What follows belongs to an exercise in optimizing a design on an open flow for small area, a short achievable clock period and few clock cycles per item; a production flow would make more cautious choices. In this exercise RTL edits were held to simulation tests only and were not proved equivalent to the original.

## bubbleSort
module bubbleSort #(
    parameter SIZE_DATA = 16,
    parameter NUM_VALS  = 8
)(
    input  logic                         i_clk,
    input  logic                         i_rst_n,
    input  logic                         i_start,
    input  logic [NUM_VALS-1:0][SIZE_DATA-1:0]    i_data,
    output logic [NUM_VALS-1:0][SIZE_DATA-1:0]    o_data,
    output logic                         o_done
);
Size in the first run: roughly 390 flip-flops, ~260 I/O pins.
clock: 15.0 ns
lec_check: 0
abc_area: 1
cap_margin: 50
core_margin: 2
core_utilization: 40
slew_margin: 50
standard.sh (not shown) runs the stock make flow with config.mk's settings and CLKGATE_MAP_FILE= SYNTH_SCRIPT=/design/flow/synth_recipe.tcl, a recipe that flattens the netlist after the stock synthesis.
==> flow/flow/run.sh <==
#!/bin/bash
# Layout flow: the standard ORFS flow (standard.sh) with these changes:
#  - synthesis: if flow/cells_map.v exists, the design's gate-level leaf
#    modules (bs_*) are mapped onto the sky130hd cells of the same function
#    before the rest of synth_recipe.tcl runs; the remaining logic is mapped
#    with flow/abc.script instead of ORFS's abc_area.script. The register
#    mapping is unchanged.
#  - the make variables in flow/make_vars.txt (one VAR=value per line) are
#    added to the make command line, e.g. a larger SETUP_SLACK_MARGIN so
#    repair_timing sizes and buffers the critical paths.
# Each tool's log stays in orfs/logs/; the make output goes to standard_custom.log.
set -euo pipefail
HERE=$(pwd)
cp "$FLOW_HOME/scripts/synth.tcl" synth_abc.tcl
sed -i "s|^source \$::env(SCRIPTS_DIR)/synth_preamble.tcl|&\nset abc_args [lreplace \$abc_args 1 1 $HERE/flow/abc.script]|" synth_abc.tcl
if [[ -f flow/cells_map.v ]]; then
  sed -i "0,/^hierarchy -check -top \$::env(DESIGN_NAME)/s||&\ntechmap -map $HERE/flow/cells_map.v|" synth_abc.tcl
fi
sed "s|\$::env(SCRIPTS_DIR)/synth.tcl|$HERE/synth_abc.tcl|" synth_recipe.tcl > synth_recipe_abc.tcl
EXTRA=""
while IFS= read -r line; do
  [[ -z "$line" || "$line" == \#* ]] && continue
  EXTRA="$EXTRA '$line'"
done < flow/make_vars.txt
sed -e "s|SYNTH_SCRIPT=[^ ]*|SYNTH_SCRIPT=$HERE/synth_recipe_abc.tcl|" \
    -e "s|\"\${@:-finish}\"|$EXTRA &|" standard.sh > standard_custom.sh
bash standard_custom.sh "$@" > standard_custom.log 2>&1
==> flow/flow/make_vars.txt <==
SETUP_SLACK_MARGIN=10.6
BUFFER_PORTS_ARGS=-buffer_cell sky130_fd_sc_hd__buf_2
CTS_ARGS=-sink_clustering_enable -repair_clock_nets -dont_use_dummy_load -buf_list {sky130_fd_sc_hd__clkbuf_8} -sink_clustering_size 20 -sink_clustering_max_diameter 60
Other scripts of this flow, unchanged in this note and not shown: flow/flow/abc.script, flow/flow/cells_map.v
Testbench counts at the start, summed over its fixed seeds: cycles 2,072, sets 2,048.
==> next run, changes <==
==> flow/flow/make_vars.txt (replaced) <==
SETUP_SLACK_MARGIN=10.6
BUFFER_PORTS_ARGS=-buffer_cell sky130_fd_sc_hd__buf_2
Clock skew decreases by 49 ps. Non-clock buffer count is unchanged. Routed wire length increases by 1.4%. Design area increases by 4.1%. Utilization increases by 1.9 points. Worst setup slack loses 110 ps. Maximum frequency decreases by 2.6%. Via count increases by 1.0%. Cell count increases by 1.2%.

* * *

Setup of pine:
Another version of the RTL of bubbleSort (not shown whole).
Size in the first run: roughly 2,400 cells after synthesis, roughly 260 I/O pins, roughly 17,000 um2 of cells after synthesis.
Design bubbleSort, start of the top module:
module bubbleSort #(
    parameter SIZE_DATA = 16,
    parameter NUM_VALS  = 8
)(
    input  logic                         i_clk,
    input  logic                         i_rst_n,
    input  logic                         i_start,
    input  logic [NUM_VALS-1:0][SIZE_DATA-1:0]    i_data,
    output logic [NUM_VALS-1:0][SIZE_DATA-1:0]    o_data,
    output logic                         o_done
);
==> flow/config.mk <==
export PLATFORM = sky130hd
export DESIGN_NAME = bubbleSort
export DESIGN_NICKNAME = bubbleSort
export VERILOG_FILES = /design/flow/design.v
export SDC_FILE = /design/flow/constraint.sdc
export NUM_CORES = 8
export LEC_CHECK = 0
export ABC_AREA = 1
export CAP_MARGIN = 50
export CORE_MARGIN = 2
export CORE_UTILIZATION = 40
export SLEW_MARGIN = 50
==> flow/constraint.sdc <==
create_clock -name core_clock -period 15.0 [get_ports {i_clk}]
set_input_delay 3.0000 -clock core_clock [delete_from_list [all_inputs] [get_ports {i_clk}]]
set_output_delay 3.0000 -clock core_clock [all_outputs]
set_load 0.01 [all_outputs]
==> flow/flow/abc.script <==
strash
dch
map -B 0.9
topo
stime -c
buffer -c
upsize -c
dnsize -c
==> flow/flow/cells_map.v <==
// Maps the design's gate-level leaf modules (bs_*) onto the sky130hd cells
// of the same function, drive strength 1.

module bs_inv (A, Y);
    input A;
    output Y;
    sky130_fd_sc_hd__inv_1 _TECHMAP_REPLACE_ (.A(A), .Y(Y));
endmodule

module bs_nand2 (A, B, Y);
    input A, B;
    output Y;
    sky130_fd_sc_hd__nand2_1 _TECHMAP_REPLACE_ (.A(A), .B(B), .Y(Y));
endmodule

module bs_nor2 (A, B, Y);
    input A, B;
    output Y;
    sky130_fd_sc_hd__nor2_1 _TECHMAP_REPLACE_ (.A(A), .B(B), .Y(Y));
endmodule

module bs_nand2b (A_N, B, Y);
    input A_N, B;
    output Y;
    sky130_fd_sc_hd__nand2b_1 _TECHMAP_REPLACE_ (.A_N(A_N), .B(B), .Y(Y));
endmodule

module bs_nor2b (A, B_N, Y);
    input A, B_N;
    output Y;
    sky130_fd_sc_hd__nor2b_1 _TECHMAP_REPLACE_ (.A(A), .B_N(B_N), .Y(Y));
endmodule

module bs_a21oi (A1, A2, B1, Y);
    input A1, A2, B1;
    output Y;
    sky130_fd_sc_hd__a21oi_1 _TECHMAP_REPLACE_ (.A1(A1), .A2(A2), .B1(B1), .Y(Y));
endmodule

module bs_o21ai (A1, A2, B1, Y);
    input A1, A2, B1;
    output Y;
    sky130_fd_sc_hd__o21ai_1 _TECHMAP_REPLACE_ (.A1(A1), .A2(A2), .B1(B1), .Y(Y));
endmodule

module bs_a21o (A1, A2, B1, X);
    input A1, A2, B1;
    output X;
    sky130_fd_sc_hd__a21o_1 _TECHMAP_REPLACE_ (.A1(A1), .A2(A2), .B1(B1), .X(X));
endmodule

module bs_o21a (A1, A2, B1, X);
    input A1, A2, B1;
    output X;
    sky130_fd_sc_hd__o21a_1 _TECHMAP_REPLACE_ (.A1(A1), .A2(A2), .B1(B1), .X(X));
endmodule

module bs_o22ai (A1, A2, B1, B2, Y);
    input A1, A2, B1, B2;
    output Y;
    sky130_fd_sc_hd__o22ai_1 _TECHMAP_REPLACE_ (.A1(A1), .A2(A2), .B1(B1), .B2(B2), .Y(Y));
endmodule

module bs_a22o (A1, A2, B1, B2, X);
    input A1, A2, B1, B2;
    output X;
    sky130_fd_sc_hd__a22o_1 _TECHMAP_REPLACE_ (.A1(A1), .A2(A2), .B1(B1), .B2(B2), .X(X));
endmodule

module bs_o2bb2ai (A1_N, A2_N, B1, B2, Y);
    input A1_N, A2_N, B1, B2;
    output Y;
    sky130_fd_sc_hd__o2bb2ai_1 _TECHMAP_REPLACE_ (.A1_N(A1_N), .A2_N(A2_N), .B1(B1), .B2(B2), .Y(Y));
endmodule
==> flow/flow/make_vars.txt <==
SETUP_SLACK_MARGIN=10.6
BUFFER_PORTS_ARGS=-buffer_cell sky130_fd_sc_hd__buf_1
CTS_ARGS=-sink_clustering_enable -repair_clock_nets -dont_use_dummy_load -buf_list {sky130_fd_sc_hd__clkbuf_8} -sink_clustering_size 20 -sink_clustering_max_diameter 50
Scripts as last shown in full above: flow/flow/run.sh
Testbench counts of pine, summed over its fixed seeds: cycles 2,072, sets 2,048.
diff inputs: pine => cedar
# pine
export LEC_CHECK = 0
export ABC_AREA = 1
export CAP_MARGIN = 50
export CORE_MARGIN = 2
export CORE_UTILIZATION = 40
export SLEW_MARGIN = 50
create_clock -name core_clock -period 15.0 [get_ports {i_clk}]
# cedar
export LEC_CHECK = 0
export ABC_AREA = 1
export CAP_MARGIN = 50
export CORE_MARGIN = 2
export CORE_UTILIZATION = 55
export PLACE_DENSITY = 0.7
export SLEW_MARGIN = 50
create_clock -name core_clock -period 15.0 [get_ports {i_clk}]
==> flow/flow/make_vars.txt <==
SETUP_SLACK_MARGIN=10.6
BUFFER_PORTS_ARGS=-buffer_cell sky130_fd_sc_hd__buf_1
CTS_ARGS=-sink_clustering_enable -repair_clock_nets -dont_use_dummy_load -buf_list {sky130_fd_sc_hd__clkbuf_8} -sink_clustering_size 20 -sink_clustering_max_diameter 60
Results
- Note that the routed wire length recorded for pine amounts to 1.06 times the value seen in cedar.
- Compared with pine, cedar has less setup slack.
- Compared to pine, cedar has fraction of standard cell area in multi-input logic 0.85 points higher.
- Per the comparison of cedar with pine, final critical path time including I/O delays and setup went up by 0.043 ns; count of clock-buffer cells in the layout went down by 8; final cycle utilization of the critical path went up by 0.29 points.

* * *

bubbleSort again, from the RTL that the note above started with.
export LEC_CHECK = 0
export ABC_AREA = 1
export CAP_MARGIN = 50
export CORE_MARGIN = 2
export CORE_UTILIZATION = 40
export SLEW_MARGIN = 50
create_clock -name core_clock -period 15.0 [get_ports {i_clk}]
==> flow/flow/make_vars.txt <==
SETUP_SLACK_MARGIN=10.6
BUFFER_PORTS_ARGS=-buffer_cell sky130_fd_sc_hd__buf_1
CTS_ARGS=-sink_clustering_enable -repair_clock_nets -dont_use_dummy_load -buf_list {sky130_fd_sc_hd__clkbuf_8} -sink_clustering_size 16 -sink_clustering_max_diameter 50
Scripts as last shown in full above: flow/flow/run.sh, flow/flow/abc.script, flow/flow/cells_map.v
The first run ran to the end with no violations.
Testbench counts at the start, summed over its fixed seeds: cycles 2,072, sets 2,048.
Next try:
==> flow/flow/make_vars.txt (replaced) <==
SETUP_SLACK_MARGIN=10.6
BUFFER_PORTS_ARGS=-buffer_cell sky130_fd_sc_hd__buf_1
CTS_ARGS=-sink_clustering_enable -repair_clock_nets -dont_use_dummy_load -buf_list {sky130_fd_sc_hd__clkbuf_8} -sink_clustering_size 18 -sink_clustering_max_diameter 60
The changed run went through all stages and came out clean.
Core utilization came out lower by 0.16 points.
Design area came out lower by 0.35%.
Worst setup slack loses 0.071 ns.
Sequential share of layout area came out higher by 0.14 points.

* * *

red:
Another version of the RTL of bubbleSort (not shown whole).
For scale: ~3400 cells after synthesis, ~390 flip-flops, about 260 I/O pins, about 21000 sq um of cells after synthesis.
export LEC_CHECK = 0
export ABC_AREA = 1
export CAP_MARGIN = 50
export CORE_MARGIN = 2
export CORE_UTILIZATION = 40
export SLEW_MARGIN = 50
create_clock -name core_clock -period 15.0 [get_ports {i_clk}]
==> flow/flow/run.sh <==
#!/bin/bash
# Layout flow: the standard ORFS flow (standard.sh) with these changes:
#  - synthesis maps the logic with flow/abc.script instead of ORFS's
#    abc_area.script; everything else in synth_recipe.tcl, including the
#    register mapping, is unchanged;
#  - the make variables in flow/make_vars.txt (one VAR=value per line) are
#    added to the make command line, e.g. a larger SETUP_SLACK_MARGIN so
#    repair_timing sizes and buffers the critical paths.
# Each tool's log stays in orfs/logs/; the make output goes to standard_custom.log.
set -euo pipefail
HERE=$(pwd)
cp "$FLOW_HOME/scripts/synth.tcl" synth_abc.tcl
sed -i "s|^source \$::env(SCRIPTS_DIR)/synth_preamble.tcl|&\nset abc_args [lreplace \$abc_args 1 1 $HERE/flow/abc.script]|" synth_abc.tcl
sed "s|\$::env(SCRIPTS_DIR)/synth.tcl|$HERE/synth_abc.tcl|" synth_recipe.tcl > synth_recipe_abc.tcl
EXTRA=""
while IFS= read -r line; do
  [[ -z "$line" || "$line" == \#* ]] && continue
  EXTRA="$EXTRA '$line'"
done < flow/make_vars.txt
sed -e "s|SYNTH_SCRIPT=[^ ]*|SYNTH_SCRIPT=$HERE/synth_recipe_abc.tcl|" \
    -e "s|\"\${@:-finish}\"|$EXTRA &|" standard.sh > standard_custom.sh
bash standard_custom.sh > standard_custom.log 2>&1
==> flow/flow/make_vars.txt <==
SETUP_SLACK_MARGIN=10
BUFFER_PORTS_ARGS=-buffer_cell sky130_fd_sc_hd__buf_2
CTS_ARGS=-sink_clustering_enable -repair_clock_nets -dont_use_dummy_load -buf_list {sky130_fd_sc_hd__clkbuf_4 sky130_fd_sc_hd__clkbuf_8}
Scripts as last shown in full above: flow/flow/abc.script
Testbench counts of red, summed over its fixed seeds: cycles 2,072, sets 2,048.
Here is what was changed in the inputs of blue compared with red.
==> flow/flow/run.sh <==
#!/bin/bash
# Layout flow: the standard ORFS flow (standard.sh) with two changes:
#  - synthesis maps the logic with flow/abc.script (area-oriented mapping)
#    instead of ORFS's abc_area.script; everything else in synth_recipe.tcl,
#    including the register mapping, is unchanged;
#  - repair_timing aims at a larger setup margin (flow/margin.txt), so the
#    placer and CTS steps size and buffer the critical paths.
# Each tool's log stays in orfs/logs/; the make output goes to standard_custom.log.
set -euo pipefail
HERE=$(pwd)
MARGIN=$(cat flow/margin.txt)
cp "$FLOW_HOME/scripts/synth.tcl" synth_abc.tcl
sed -i "s|^source \$::env(SCRIPTS_DIR)/synth_preamble.tcl|&\nset abc_args [lreplace \$abc_args 1 1 $HERE/flow/abc.script]|" synth_abc.tcl
sed "s|\$::env(SCRIPTS_DIR)/synth.tcl|$HERE/synth_abc.tcl|" synth_recipe.tcl > synth_recipe_abc.tcl
sed -e "s/SETUP_SLACK_MARGIN=[^ ]*/SETUP_SLACK_MARGIN=$MARGIN/" \
    -e "s|SYNTH_SCRIPT=[^ ]*|SYNTH_SCRIPT=$HERE/synth_recipe_abc.tcl|" standard.sh > standard_custom.sh
bash standard_custom.sh > standard_custom.log 2>&1
==> flow/flow/abc.script <==
&get -n
&st
&dch
&nf -R 1000
&put
topo
stime -c
==> flow/flow/margin.txt (new file) <==
10
removed: flow/flow/make_vars.txt
## What came out
- blue | status: complete | timing, DRC, antenna: pass
- Sum of met3 wire segment lengths after detailed routing ends up lower on blue.
- Setup slack: blue and red compared, higher one is red
- Layout multi-input combinational cell count: blue vs red down about 40%
- For blue, the combinational family with the most area after synthesis was multiplexers, unlike red, where it was simple AND/OR/NAND/NOR gates.
- blue vs. red: data required time of the worst path went up by 3440 ps.
- red reports its worst setup path startpoint as r2_sel[0]$_DFF_P_ while blue reports r1_4[0]$_DFF_P_.
- Final cell area excluding filler cells down 11% in blue wrt red
- blue vs red — die area dropped about 17%.
- Looking at total area of sequential cells, blue sits 30 sq um below red.
Setup changes, blue to green
Settings: SETUP_SLACK_MARGIN now 1.0, previously not set.
==> flow/flow/run.sh <==
#!/bin/bash
# Standard ORFS layout, with repair_timing aiming at a larger setup margin.
set -euo pipefail
sed -e 's/SETUP_SLACK_MARGIN=[^ ]*/SETUP_SLACK_MARGIN=11/' standard.sh > standard_margin.sh
bash standard_margin.sh > standard_margin.log 2>&1
removed: flow/flow/abc.script
removed: flow/flow/margin.txt
### Flow results
Post-route worst setup slack | green above blue. Per the comparison of green with blue, number of violations of the max-capacitance limit now sits at about the same level, wire length went up by about 70%, post-place instance area went up. blue → green: number of gates given a new drive strength after cts saw an increase, data required time at the worst endpoint saw a decrease. green vs. blue: initial core utilization +0.20 points, detailed-route vias per instance ~0 delta. Relative to blue, data arrival time of the critical path decreased by 13190 ps in green. The aggregate global-route resource usage of green is higher than that of blue.
Input changes introduced in orange (baseline for comparison: green):
==> flow/flow/run.sh <==
#!/bin/bash
# Standard ORFS layout, with repair_timing aiming at a larger setup margin.
set -euo pipefail
sed -e 's/SETUP_SLACK_MARGIN=[^ ]*/SETUP_SLACK_MARGIN=10/' standard.sh > standard_margin.sh
bash standard_margin.sh > standard_margin.log 2>&1
Diff green -> orange: cell count went down by 3.8%, post-route cell area fell 4100 sq um, total routed wirelength has decreased, final critical-path share of the clock period shows an increase of 2.2 points. What orange reported for final-layout clock buffer total has to be multiplied by 0.949 to get the figure for green. Relative to green, the wire length of the first global-routing pass of orange is lower by about 12%.

[re-timing with driven ports]
The results above use ideal ports. As a check the final layouts listed here were re-extracted and re-timed, cells and wires unchanged. Step 1 sets driving cells, clkbuf_16 on the clock port and buf_2 on the other inputs (assumed; they add their load-dependent delay and slew). Step 2, shift: input delay + t, output delay - t, t = (earliest + latest rising clock arrival at the registers) / 2. This alone moves slack from input paths to output paths. Slacks: no drivers / after step 1 / after step 2; pairs: no drivers / after step 1.
| run | t, ns | slack for setup (ns) | worst hold slack (ns) | worst setup path at the end | slew at the worst register clock pin (ns) |
|---|---|---|---|---|---|
| the first run of note 1 | 0.679 | 10.821 / 10.765 / 10.207 | 0.287 / 0.287 / 0.287 | input to register | 0.11 / 0.11 |
| the second run of note 1 | 0.611 | 10.707 / 10.739 / 10.128 | 0.325 / 0.325 / 0.325 | input to register | 0.07 / 0.07 |
| pine | 0.633 | 10.807 / 10.755 / 10.249 | 0.318 / 0.318 / 0.318 | input to register | 0.11 / 0.11 |
| cedar | 0.639 | 10.764 / 10.764 / 10.182 | 0.318 / 0.318 / 0.318 | input to register | 0.11 / 0.11 |
| the first run of note 3 | 0.632 | 10.821 / 10.768 / 10.249 | 0.317 / 0.317 / 0.317 | input to register | 0.10 / 0.10 |
| the second run of note 3 | 0.676 | 10.751 / 10.694 / 10.164 | 0.316 / 0.316 / 0.316 | input to register | 0.11 / 0.11 |
| red | 0.681 | 10.176 / 10.118 / 9.955 | 0.316 / 0.316 / 0.316 | input to register | 0.06 / 0.06 |
| blue | 0.611 | 0.612 / 0.612 / 0.612 | 0.322 / 0.322 / 0.322 | register to register | 0.07 / 0.07 |
| green | 0.631 | 10.364 / 10.303 / 9.978 | 0.323 / 0.323 / 0.323 | input to register | 0.07 / 0.07 |
| orange | 0.634 | 10.035 / 9.977 / 9.657 | 0.320 / 0.320 / 0.320 | input to register | 0.07 / 0.07 |
After both steps every run listed still meets setup and hold. For the first run of note 1, which loses most, drivers alone change the setup slack by -0.056 ns; drivers and shift together by -0.614 ns.
